Source: an optimization exercise on an open RTL-to-GDS flow (aim: small area and a short achievable clock period). Production flows keep margins and buffers that such runs may drop. No run shown here included a check of the RTL's function; only the layout flow was run. No activity file was given, so power comes from the tool's default toggle rates.

## flow/design.v (module list and top-level ports; edited modules follow where they fit)
// module DSP: 984 lines
module DSP (A,B,D,C,CLK,CARRYIN,OPMODE,BCIN,RSTA,RSTB,RSTM,
RSTP,RSTC,RSTD,RSTCARRYIN,RSTOPMODE,CEA,CEB,CEM,CEP,CEC,CED,
CECARRYIN,CEOPMODE,PCIN,BCOUT,PCOUT,P,M,CARRYOUT,CARRYOUTF);
  // ...
==> flow/run.sh <==
#!/bin/bash
# synth_recipe.tcl (not shown) runs the flow's synth.tcl, then flattens the netlist and writes it again
# the make line also repeats each setting of config.mk as NAME=value (left out here)
make -C /OpenROAD-flow-scripts/flow DESIGN_CONFIG=/design/flow/config.mk WORK_HOME=/design/flow/orfs CLKGATE_MAP_FILE= SYNTH_SCRIPT=/design/flow/synth_recipe.tcl finish
==> flow/config.mk <==
export PLATFORM = sky130hd
export DESIGN_NAME = DSP
export DESIGN_NICKNAME = DSP
export VERILOG_FILES = /design/flow/design.v
export SDC_FILE = /design/flow/constraint.sdc
export NUM_CORES = 4
export LEC_CHECK = 0
export CAP_MARGIN = 20
export CORE_MARGIN = 2
export CORE_UTILIZATION = 40
export SLEW_MARGIN = 20
==> flow/constraint.sdc <==
create_clock -name core_clock -period 7.0 [get_ports {CLK}]
set_input_delay 1.4000 -clock core_clock [delete_from_list [all_inputs] [get_ports {CLK}]]
set_output_delay 1.4000 -clock core_clock [all_outputs]
set_load 0.01 [all_outputs]
==> notes.md, run 1 <==
Post-Synth Adder-Cell Area=~27%; average detailed-routed wire length per instance=21.6 um; post-synthesis simple-gate area fraction=16.2%; routability-driven placement congestion ratio=0.943; global routing usage on met1=roughly a third; TritonCTS clock tree=yes; Synth Area in Compound Gates=11.8%; multi-input logic portion of the cell area=61.3%; total standard cell area after synthesis=24300 um^2; Static Leak=12.9 nW; DRC viols=0; detailed-route via count=around 20000; leading power group=combinational logic; area share of the largest cell type after synthesis=21.7%; min setup slack post-route=0.697 ns; clkbuf count=35; post-DR vias/cell=5.39; Non-clock buffer share=12.5%; multi-input gate count=1997; remaining antenna violation count=0; maximum buffer depth of the clock tree=3; pwr/cell area=166 nW/um^2; proportion of total power due to net switching=35.7%; Worst Min Path Start=ms[34]; Worst-Skew Late Latency=0.60 ns; num ports=346; run status=complete, no violations; Buffers, non-clock=374; number of distinct library cells after synthesis=79; relative max-transition margin=28.0%; count of input and output buffers=about 330; fraction of synthesized area in multiplexers=12.1%; Die Area=62800 um^2
==> run 2, diff against run 1 <==
--- a/flow/design.v
+++ b/flow/design.v
@@ -25,18 +25,17 @@
   output [47:0] P;
   output [35:0] M;
   output CARRYOUT,CARRYOUTF;
   reg [7:0] opm;
   reg [17:0] dr, ar, br;
   reg [47:0] cr, pr;
   reg cyi, cyo;
   reg [35:0] ms;
-  reg [35:8] mc;
-  reg mk;
+  reg [34:2] mc;
   wire s6 = opm[6];
   wire [18:0] pre_w = {dr, 1'b1} + {B ^ {18{s6}}, s6};
   wire [17:0] pre = pre_w[18:1];
   wire [17:0] b_in = opm[4] ? pre : B;
   always @(posedge CLK) begin
     if (RSTOPMODE) opm <= 8'd0;
     else if (CEOPMODE) opm <= OPMODE;
   end
@@ -925,54 +924,138 @@
   wire s863 = pp288 ^ pp305 ^ pp322;
   wire c864 = (pp288 & pp305) | (pp288 & pp322) | (pp305 & pp322);
   wire s865 = c858 ^ s863 ^ c860;
   wire c866 = (c858 & s863) | (c858 & c860) | (s863 & c860);
   wire s867 = pp306 ^ pp323 ^ c864;
   wire c868 = (pp306 & pp323) | (pp306 & c864) | (pp323 & c864);
   wire s869 = pp19 ^ pp2;
   wire c870 = pp19 & pp2;
-  wire s871 = c870 ^ s325;
-  wire c872 = c870 & s325;
-  wire s873 = s327 ^ c872 ^ s329;
-  wire c874 = (s327 & c872) | (s327 & s329) | (c872 & s329);
-  wire s875 = s333 ^ s335 ^ c874;
-  wire c876 = (s333 & s335) | (s333 & c874) | (s335 & c874);
-  wire s877 = s341 ^ s343 ^ c876;
-  wire c878 = (s341 & s343) | (s341 & c876) | (s343 & c876);
-  wire s879 = s351 ^ s353 ^ c878;
-  wire c880 = (s351 & s353) | (s351 & c878) | (s353 & c878);
-  wire s881 = s363 ^ s365 ^ c880;
-  wire c882 = (s363 & s365) | (s363 & c880) | (s365 & c880);
-  wire [35:0] prod_s = {1'b0, pp324, s867, s865, c856, s855, c838, c826, s825, s811, s795, c758, c736, s735, s711, s685, c628, c596, c564, s561, c506, c480, c456, c434, s431, c396, s393, s377, s881, s879, s877, s875, s873, s871, s869, pp1};
-  wire [35:0] prod_c = {1'b0, c868, c866, c862, s861, c848, s847, s837, c812, c796, c778, s777, s757, c712, c686, c658, s657, s627, s595, s563, s533, s505, s479, s455, s433, s413, s395, s379, 1'b0, 1'b0, 1'b0, 1'b0, 1'b0, 1'b0, 1'b0, 1'b0};
+  wire [35:0] prod_s = {1'b0, pp324, s867, s865, c856, s855, c838, c826, s825, s811, s795, c758, c736, s735, s711, s685, c628, c596, c564, s561, c506, c480, c456, c434, s431, c396, s393, s377, s363, s351, s341, s333, s327, c870, s869, pp1};
+  wire [35:0] prod_c = {1'b0, c868, c866, c862, s861, c848, s847, s837, c812, c796, c778, s777, s757, c712, c686, c658, s657, s627, s595, s563, s533, s505, s479, s455, s433, s413, s395, s379, s365, s353, s343, s335, s329, s325, 1'b0, 1'b0};
   always @(posedge CLK) begin
     if (RSTM) ms <= 36'd0;
     else if (CEM) ms <= prod_s;
   end
   always @(posedge CLK) begin
-    if (RSTM) mc <= 28'd0;
-    else if (CEM) mc <= prod_c[35:8];
+    if (RSTM) mc <= 33'd0;
+    else if (CEM) mc <= prod_c[34:2];
   end
-  always @(posedge CLK) begin
-    if (RSTM) mk <= 1'd0;
-    else if (CEM) mk <= c882;
-  end
-  wire [28:0] m_hi = {ms[35:8], 1'b1} + {mc, mk};
-  assign M = {m_hi[28:1], ms[7:0]};
+  wire [35:0] mc36 = {1'd0, mc, 2'd0};
+  assign M = ms + mc36;
   wire s7 = opm[7];
-  wire [47:0] x = ({48{opm[1:0] == 2'd1}} & {12'd0, M})
-                | ({48{opm[1:0] == 2'd2}} & pr)
-                | ({48{opm[1:0] == 2'd3}} & {dr[11:0], ar, br});
-  wire [47:0] z = ({48{opm[3:2] == 2'd1}} & PCIN)
-                | ({48{opm[3:2] == 2'd2}} & pr)
-                | ({48{opm[3:2] == 2'd3}} & cr);
-  wire [49:0] post_w = {1'b0, z, 1'b1} + {1'b0, x ^ {48{s7}}, cyi ^ s7};
-  wire [47:0] post = post_w[48:1];
-  wire post_c = post_w[49] ^ s7;
+  wire xm = opm[1:0] == 2'd1;
+  wire km = 1'b0;   
+  wire [47:0] x1 = ({48{xm}} & {{12{km}}, ms})
+                 | ({48{opm[1:0] == 2'd2}} & pr)
+                 | ({48{opm[1:0] == 2'd3}} & {dr[11:0], ar, br});
+  wire [47:0] x2 = {48{xm}} & {12'd0, mc36};
+  wire [47:0] zs = (({48{opm[3:2] == 2'd1}} & PCIN)
+                 | ({48{opm[3:2] == 2'd2}} & pr)
+                 | ({48{opm[3:2] == 2'd3}} & cr)) ^ {48{s7}};
+  wire [47:0] ca_s, ca_c;
+  assign ca_s[0] = zs[0] ^ x1[0];
+  assign ca_c[0] = zs[0] & x1[0];
+  assign ca_s[1] = zs[1] ^ x1[1];
+  assign ca_c[1] = zs[1] & x1[1];
+  assign ca_s[2] = zs[2] ^ x1[2] ^ x2[2];
+  assign ca_c[2] = (zs[2] & x1[2]) | (zs[2] & x2[2]) | (x1[2] & x2[2]);
+  assign ca_s[3] = zs[3] ^ x1[3] ^ x2[3];
+  assign ca_c[3] = (zs[3] & x1[3]) | (zs[3] & x2[3]) | (x1[3] & x2[3]);
+  assign ca_s[4] = zs[4] ^ x1[4] ^ x2[4];
+  assign ca_c[4] = (zs[4] & x1[4]) | (zs[4] & x2[4]) | (x1[4] & x2[4]);
+  assign ca_s[5] = zs[5] ^ x1[5] ^ x2[5];
+  assign ca_c[5] = (zs[5] & x1[5]) | (zs[5] & x2[5]) | (x1[5] & x2[5]);
+  assign ca_s[6] = zs[6] ^ x1[6] ^ x2[6];
+  assign ca_c[6] = (zs[6] & x1[6]) | (zs[6] & x2[6]) | (x1[6] & x2[6]);
+  assign ca_s[7] = zs[7] ^ x1[7] ^ x2[7];
+  assign ca_c[7] = (zs[7] & x1[7]) | (zs[7] & x2[7]) | (x1[7] & x2[7]);
+  assign ca_s[8] = zs[8] ^ x1[8] ^ x2[8];
+  assign ca_c[8] = (zs[8] & x1[8]) | (zs[8] & x2[8]) | (x1[8] & x2[8]);
+  assign ca_s[9] = zs[9] ^ x1[9] ^ x2[9];
+  assign ca_c[9] = (zs[9] & x1[9]) | (zs[9] & x2[9]) | (x1[9] & x2[9]);
+  assign ca_s[10] = zs[10] ^ x1[10] ^ x2[10];
+  assign ca_c[10] = (zs[10] & x1[10]) | (zs[10] & x2[10]) | (x1[10] & x2[10]);
+  assign ca_s[11] = zs[11] ^ x1[11] ^ x2[11];
+  assign ca_c[11] = (zs[11] & x1[11]) | (zs[11] & x2[11]) | (x1[11] & x2[11]);
+  assign ca_s[12] = zs[12] ^ x1[12] ^ x2[12];
+  assign ca_c[12] = (zs[12] & x1[12]) | (zs[12] & x2[12]) | (x1[12] & x2[12]);
+  assign ca_s[13] = zs[13] ^ x1[13] ^ x2[13];
+  assign ca_c[13] = (zs[13] & x1[13]) | (zs[13] & x2[13]) | (x1[13] & x2[13]);
+  assign ca_s[14] = zs[14] ^ x1[14] ^ x2[14];
+  assign ca_c[14] = (zs[14] & x1[14]) | (zs[14] & x2[14]) | (x1[14] & x2[14]);
+  assign ca_s[15] = zs[15] ^ x1[15] ^ x2[15];
+  assign ca_c[15] = (zs[15] & x1[15]) | (zs[15] & x2[15]) | (x1[15] & x2[15]);
+  assign ca_s[16] = zs[16] ^ x1[16] ^ x2[16];
+  assign ca_c[16] = (zs[16] & x1[16]) | (zs[16] & x2[16]) | (x1[16] & x2[16]);
+  assign ca_s[17] = zs[17] ^ x1[17] ^ x2[17];
+  assign ca_c[17] = (zs[17] & x1[17]) | (zs[17] & x2[17]) | (x1[17] & x2[17]);
+  assign ca_s[18] = zs[18] ^ x1[18] ^ x2[18];
+  assign ca_c[18] = (zs[18] & x1[18]) | (zs[18] & x2[18]) | (x1[18] & x2[18]);
+  assign ca_s[19] = zs[19] ^ x1[19] ^ x2[19];
+  assign ca_c[19] = (zs[19] & x1[19]) | (zs[19] & x2[19]) | (x1[19] & x2[19]);
+  assign ca_s[20] = zs[20] ^ x1[20] ^ x2[20];
+  assign ca_c[20] = (zs[20] & x1[20]) | (zs[20] & x2[20]) | (x1[20] & x2[20]);
+  assign ca_s[21] = zs[21] ^ x1[21] ^ x2[21];
+  assign ca_c[21] = (zs[21] & x1[21]) | (zs[21] & x2[21]) | (x1[21] & x2[21]);
+  assign ca_s[22] = zs[22] ^ x1[22] ^ x2[22];
+  assign ca_c[22] = (zs[22] & x1[22]) | (zs[22] & x2[22]) | (x1[22] & x2[22]);
+  assign ca_s[23] = zs[23] ^ x1[23] ^ x2[23];
+  assign ca_c[23] = (zs[23] & x1[23]) | (zs[23] & x2[23]) | (x1[23] & x2[23]);
+  assign ca_s[24] = zs[24] ^ x1[24] ^ x2[24];
+  assign ca_c[24] = (zs[24] & x1[24]) | (zs[24] & x2[24]) | (x1[24] & x2[24]);
+  assign ca_s[25] = zs[25] ^ x1[25] ^ x2[25];
+  assign ca_c[25] = (zs[25] & x1[25]) | (zs[25] & x2[25]) | (x1[25] & x2[25]);
+  assign ca_s[26] = zs[26] ^ x1[26] ^ x2[26];
+  assign ca_c[26] = (zs[26] & x1[26]) | (zs[26] & x2[26]) | (x1[26] & x2[26]);
+  assign ca_s[27] = zs[27] ^ x1[27] ^ x2[27];
+  assign ca_c[27] = (zs[27] & x1[27]) | (zs[27] & x2[27]) | (x1[27] & x2[27]);
+  assign ca_s[28] = zs[28] ^ x1[28] ^ x2[28];
+  assign ca_c[28] = (zs[28] & x1[28]) | (zs[28] & x2[28]) | (x1[28] & x2[28]);
+  assign ca_s[29] = zs[29] ^ x1[29] ^ x2[29];
+  assign ca_c[29] = (zs[29] & x1[29]) | (zs[29] & x2[29]) | (x1[29] & x2[29]);
+  assign ca_s[30] = zs[30] ^ x1[30] ^ x2[30];
+  assign ca_c[30] = (zs[30] & x1[30]) | (zs[30] & x2[30]) | (x1[30] & x2[30]);
+  assign ca_s[31] = zs[31] ^ x1[31] ^ x2[31];
+  assign ca_c[31] = (zs[31] & x1[31]) | (zs[31] & x2[31]) | (x1[31] & x2[31]);
+  assign ca_s[32] = zs[32] ^ x1[32] ^ x2[32];
+  assign ca_c[32] = (zs[32] & x1[32]) | (zs[32] & x2[32]) | (x1[32] & x2[32]);
+  assign ca_s[33] = zs[33] ^ x1[33] ^ x2[33];
+  assign ca_c[33] = (zs[33] & x1[33]) | (zs[33] & x2[33]) | (x1[33] & x2[33]);
+  assign ca_s[34] = zs[34] ^ x1[34] ^ x2[34];
+  assign ca_c[34] = (zs[34] & x1[34]) | (zs[34] & x2[34]) | (x1[34] & x2[34]);
+  assign ca_s[35] = zs[35] ^ x1[35];
+  assign ca_c[35] = zs[35] & x1[35];
+  assign ca_s[36] = zs[36] ^ x1[36];
+  assign ca_c[36] = zs[36] & x1[36];
+  assign ca_s[37] = zs[37] ^ x1[37];
+  assign ca_c[37] = zs[37] & x1[37];
+  assign ca_s[38] = zs[38] ^ x1[38];
+  assign ca_c[38] = zs[38] & x1[38];
+  assign ca_s[39] = zs[39] ^ x1[39];
+  assign ca_c[39] = zs[39] & x1[39];
+  assign ca_s[40] = zs[40] ^ x1[40];
+  assign ca_c[40] = zs[40] & x1[40];
+  assign ca_s[41] = zs[41] ^ x1[41];
+  assign ca_c[41] = zs[41] & x1[41];
+  assign ca_s[42] = zs[42] ^ x1[42];
+  assign ca_c[42] = zs[42] & x1[42];
+  assign ca_s[43] = zs[43] ^ x1[43];
+  assign ca_c[43] = zs[43] & x1[43];
+  assign ca_s[44] = zs[44] ^ x1[44];
+  assign ca_c[44] = zs[44] & x1[44];
+  assign ca_s[45] = zs[45] ^ x1[45];
+  assign ca_c[45] = zs[45] & x1[45];
+  assign ca_s[46] = zs[46] ^ x1[46];
+  assign ca_c[46] = zs[46] & x1[46];
+  assign ca_s[47] = zs[47] ^ x1[47];
+  assign ca_c[47] = zs[47] & x1[47];
+  wire [49:0] t_w = {1'b0, ca_s, 1'b1} + {1'b0, ca_c[46:0], 1'b0, cyi};
+  wire [47:0] post = t_w[48:1] ^ {48{s7}};
+  wire post_c = t_w[49] ^ ca_c[47] ^ (xm & km);
   always @(posedge CLK) begin
     if (RSTP) pr <= 48'd0;
     else if (CEP) pr <= post;
   end
   always @(posedge CLK) begin
     if (RSTCARRYIN) cyo <= 1'd0;
     else if (CECARRYIN) cyo <= post_c;
   end
==> flow/config.mk (replaced) <==
export PLATFORM = sky130hd
export DESIGN_NAME = DSP
export DESIGN_NICKNAME = DSP
export VERILOG_FILES = /design/flow/design.v
export SDC_FILE = /design/flow/constraint.sdc
export NUM_CORES = 4
export LEC_CHECK = 0
export ABC_AREA = 1
export CAP_MARGIN = 20
export CORE_MARGIN = 2
export CORE_UTILIZATION = 40
export SETUP_SLACK_MARGIN = 3.5
export SLEW_MARGIN = 20
==> notes.md, run 2 <==
CTS Buf Count=31 (was 29); setup TNS after final layout=0 ns (unchanged); slew at the pin closest to its max-slew limit=1.15 ns (was 1.08 ns); top achievable clock speed=238 MHz (was 159 MHz); GR Util met2=55.5% (was 42.3%); Core ar.=68800 um^2 (was 60200 um^2); overall die height=268 um (was 251 um); post-DR vias/cell=5.27 (was 5.39); sequence of cells on the critical path=ha_4 > inv_2 > fa_2 > o21ai_4 > a21oi_4 > buf_6 > o211ai_1 > xor2_1 > buf_2 (was fa_1 > a211oi_1 > o21bai_1 > a2111oi_2 > o221ai_1 > a41oi_2 > o21ai_0 > a311o_1 > mux2i_1 > a2bb2oi_1 > xnor2_1 > ha_1 > a21o_1 > a21o_1 > a21oi_1 > o21ai_0 > a31oi_1 > o21ai_0 > a221oi_4 > nor3_1 > or4_1 > o311ai_0); CP max stage delay=0.37 ns (was 0.56 ns); final critical delay including setup and external delays=4.20 ns (was 6.30 ns); DRC viols=0 (unchanged); Static Leak=20.5 nW (was 12.9 nW); effective utilization at floorplan=40.5% (was 40.4%); crit share post-route=59.9% (was 90.0%); fraction of layout cells with a size suffix above 1=34.0% (was 7.29%); Max FO, Critical Path=4 (was 7); cell family with most CP delay=compound AO/OA/AOI/OAI gates (unchanged); fill cell count=6110 (was 5694); CP Capture Type=primary output (was flop); Max Slew Vio Count=0 (unchanged); Worst-Skew Late Latency=0.64 ns (was 0.60 ns); largest registers=cr (48), pr (48), ms (35) (unchanged); dominant cells by area after synthesis=fa_1 (21%), nand2_1 (17%), dfxtp_1 (16%) (was fa_1 (22%), dfxtp_1 (18%), mux2i_1 (8.4%)); final net count=5405 (was 3481); number of distinct library cells after synthesis=47 (was 79); startpoint type of the worst setup path=flop (unchanged); worst supply voltage drop on vdd=0.000234 V (was 0.000189 V); required time at the worst-slack endpoint=5.60 ns (was 7.49 ns); total number of placement rows=96 (was 90); number of non-filler instances in the completed layout=5749 (was 3720); register area=4880 um^2 (was 4470 um^2); maximum buffer depth of the clock tree=3 (unchanged); run status=complete, no violations (unchanged); Die Area=71900 um^2 (was 62800 um^2); pwr/cell area=151 nW/um^2 (was 166 nW/um^2); average detailed-routed wire length per instance=21.8 um (was 21.6 um); Ys Warns=1 (unchanged); Pre-Repair DR Iteration Count=9 (was 5); multi-input combinational cell area=23800 um^2 (was 17700 um^2); most common cell after layout, fill and taps aside=nand2_1 (was clkdlybuf4s50_1); TritonCTS clock tree=yes (unchanged); setup repair after global routing missed its margin=yes (was no); GRT Resource Usage Total=33.3% (was 25.3%); global routing met3 resource utilization=4.89% (was 3.70%); number of global-route vias before repair=29400 (was 20800); Hold Slack=0.460 ns (was 0.484 ns); maximum level of the CTS H-tree=1 (unchanged); global routing usage on met1=41.8% (was 33.9%); total global routing overflow=0 (unchanged); CTS Sinks=228 (was 223); library cell with the largest summed area after synthesis=fa_1 (unchanged); cell with the most instances after synthesis=nand2_1 (was inv_1); largest net degree at the start of global routing=71 (was 66); total standard cell area after synthesis=27900 um^2 (was 24300 um^2); final design utilization=60.7% (was 47.8%); remaining antenna violation count=0 (unchanged); layer with the highest usage=met2 (unchanged); initial antenna violation count=5 (was 1); kind of critical path=flop to primary output (was flop to flop); area share of the largest cell type after synthesis=20.8% (was 21.7%); mean post-synth cell area=6.55 um^2 (was 8.84 um^2); net count of the mapped netlist=4875 (was 3318); num ports=346 (unchanged); depth of the worst register-to-register path=13 (was 22); total power draw=0.00630 W (was 0.00478 W); number of max-capacitance violations reported=0 (unchanged); Hold Path Cell Cnt=2 (unchanged); clock input transition at the sequential cells of the worst setup and hold paths=0.06 ns (was 0.07 ns); clock root cell=clkbuf_16 (unchanged); Post-synth EDFFs=0 (unchanged); Worst Path Buf+Inv=3 (was 0); number of hold-repair buffers added at the cts stage=0 (unchanged); sequential element share of the synthesized area=16.4% (was 18.4%); layout overhead on the synthesized area=49.7% (was 18.5%); relative max-transition margin=23.3% (was 28.0%); post-synthesis async set-or-reset flop share=0% (unchanged); dominant register cell in the synthesized netlist=dfxtp_1 (unchanged); number of flip-flops and latches in the synthesized netlist=228 (was 223); Horiz. Die Dim=268 um (was 251 um); Tightest Hold Check Type=flop to flop (unchanged); CP Data Arrival Time=2.80 ns (was 6.79 ns); worst setup skew after layout=0.0242 ns (was 0.0374 ns); number of standard cells after synthesis=4261 (was 2751); Routed Wire Length=125000 um (was 80300 um); Hold Violations, Final=0 (unchanged); endpoints failing setup=0 (unchanged); routability-driven placement congestion ratio=1.02 (was 0.943); detailed-route via count=30300 (was 20100); total number of cells along the worst setup path=9 (was 22); top cells by instance count after synthesis=nand2_1 (1298), inv_1 (844), nor2_1 (338), fa_1 (290), a21oi_1 (254) (was inv_1 (289), fa_1 (263), and2_1 (251), nor2_1 (248), dfxtp_1 (223)); most frequent cells in the layout=nand2_1 (1018), inv_1 (678), clkdlybuf4s50_1 (253) (was clkdlybuf4s50_1 (319), inv_1 (289), fa_1 (263)); hpwl dp=83000 um (was 59900 um); total instance count after detailed placement=5318 (was 3665); worst-path cell with the longest stage delay=fa_2 (was a221oi_4); number of DRC violations after detailed-routing iteration 0=2717 (was 1215); wire length of the first global-routing pass=179000 um (was 124000 um); count of input and output buffers=326 (unchanged)
run 2: changes by cell type in the layout (fill, tap and decap cells not counted), sizes merged, moves of 73 or more:
cell and change:
mux2i -202, inv +559, and2 -250, buf +380, mux2 -80, nand2 +1150, a21oi +180, o21ai +79
xor2 +73, nand3 +129, nor2 +110
run 2: cell type report:
cell class                 count  share of cell area [%]
clock inverter                21                   0.647
sequential                   228                    11.7
antenna                        4                  0.0240
multi-input combinational   2936                    57.1
timing repair buffer         731                    17.9
timing repair inverter         2                  0.0240
inverter                     861                    7.89
clock buffer                  35                    1.94
tap                          931                    2.79
run 2: logic make-up (layout without fill, tap and decap cells):
logic type / Yosys count / in the layout / synth area share (%)
AO/OA/AOI/OAI: 486 / 486 / 9.74
XOR/XNOR: 158 / 158 / 4.96
adder cells (fa/ha/maj): 420 / 420 / 26.6
buffers and inverters: 1099 / 1650 / 15.6
flip-flops: 228 / 228 / 16.4
multiplexers: 1 / 1 / 0.0359
other: 0 / 4 / 0
AND/OR/NAND/NOR: 1869 / 1871 / 26.7
run 2: power breakdown:
| group | total (W) | internal, W | switching [W] |
|---|---|---|---|
| registers | 0.00160 | 0.00140 | 0.000199 |
| logic | 0.00297 | 0.00133 | 0.00164 |
| clock network | 0.00174 | 0.00102 | 0.000719 |
run 2: worst paths after layout:
path | from | end | slack (ns)
setup reg to reg | ar[13] | mc[19] | 3.01
setup / recovery | ms[2] | M[26] | 2.80
hold reg to reg | cr[43] | cr[43] | 0.46
hold / removal | cr[43] | cr[43] | 0.46
run 2: timing repair:
item | 4_1_cts | 5_1_grt
pin swaps | 384 | 427
endpoints found under the setup margin | 132 | 112
gates resized for setup | 1107 | 661
cloned | 15 | 4
buffers inserted | 255 | 97
run 2: through the flow:
stage	setup WS (ns)	instance area [um^2]
after global routing	2.73	41800
after detailed placement	2.26	31800
after CTS	2.82	38700
final	2.80	41800
after floorplan	3.07	28400
after global placement	2.30	31800
run 2: metal layers:
layer  vias to the layer above  wire, um
met3                       411     10900
met2                      1533     59100
met4                         2      8180
met5                         -         8
met1                     14600     47000
li1                      13800         -
run 2: tightest hold or removal path: stages (launching register included):
cell and delay, ns:
dfxtp_1 0.31, nand2_1 0.06, a21oi_1 0.05

## afterwards: timing with drivers on the ports
The flow's constraints put no driver on any port. The routed layouts listed below were extracted and timed again, unchanged, in two steps. Step 1 sets driving cells, clkbuf_16 on the clock port and buf_2 on the other inputs (assumed; they add their load-dependent delay and slew). Step 2 adds t to the input delays and takes it off the output delays; t is the mean of the earliest and latest rising clock arrival at the registers after step 1. Input paths then give back, and output paths get back, about the clock's delay inside the block. Slacks: ideal ports / drivers / drivers and shift; pairs: ideal ports / drivers.
| run | shift t [ns] | setup WS [ns] | worst hold slack (ns) |
|---|---|---|---|
| run 1 | 0.647 | 0.697 / 0.697 / 0.697 | 0.484 / 0.484 / 0.484 |
| run 2 | 0.696 | 2.805 / 2.736 / 2.741 | 0.460 / 0.460 / 0.460 |
After both steps every run listed still meets setup and hold. The setup slack of run 2, which loses most, moves by -0.069 ns with the drivers and by -0.064 ns with both steps.
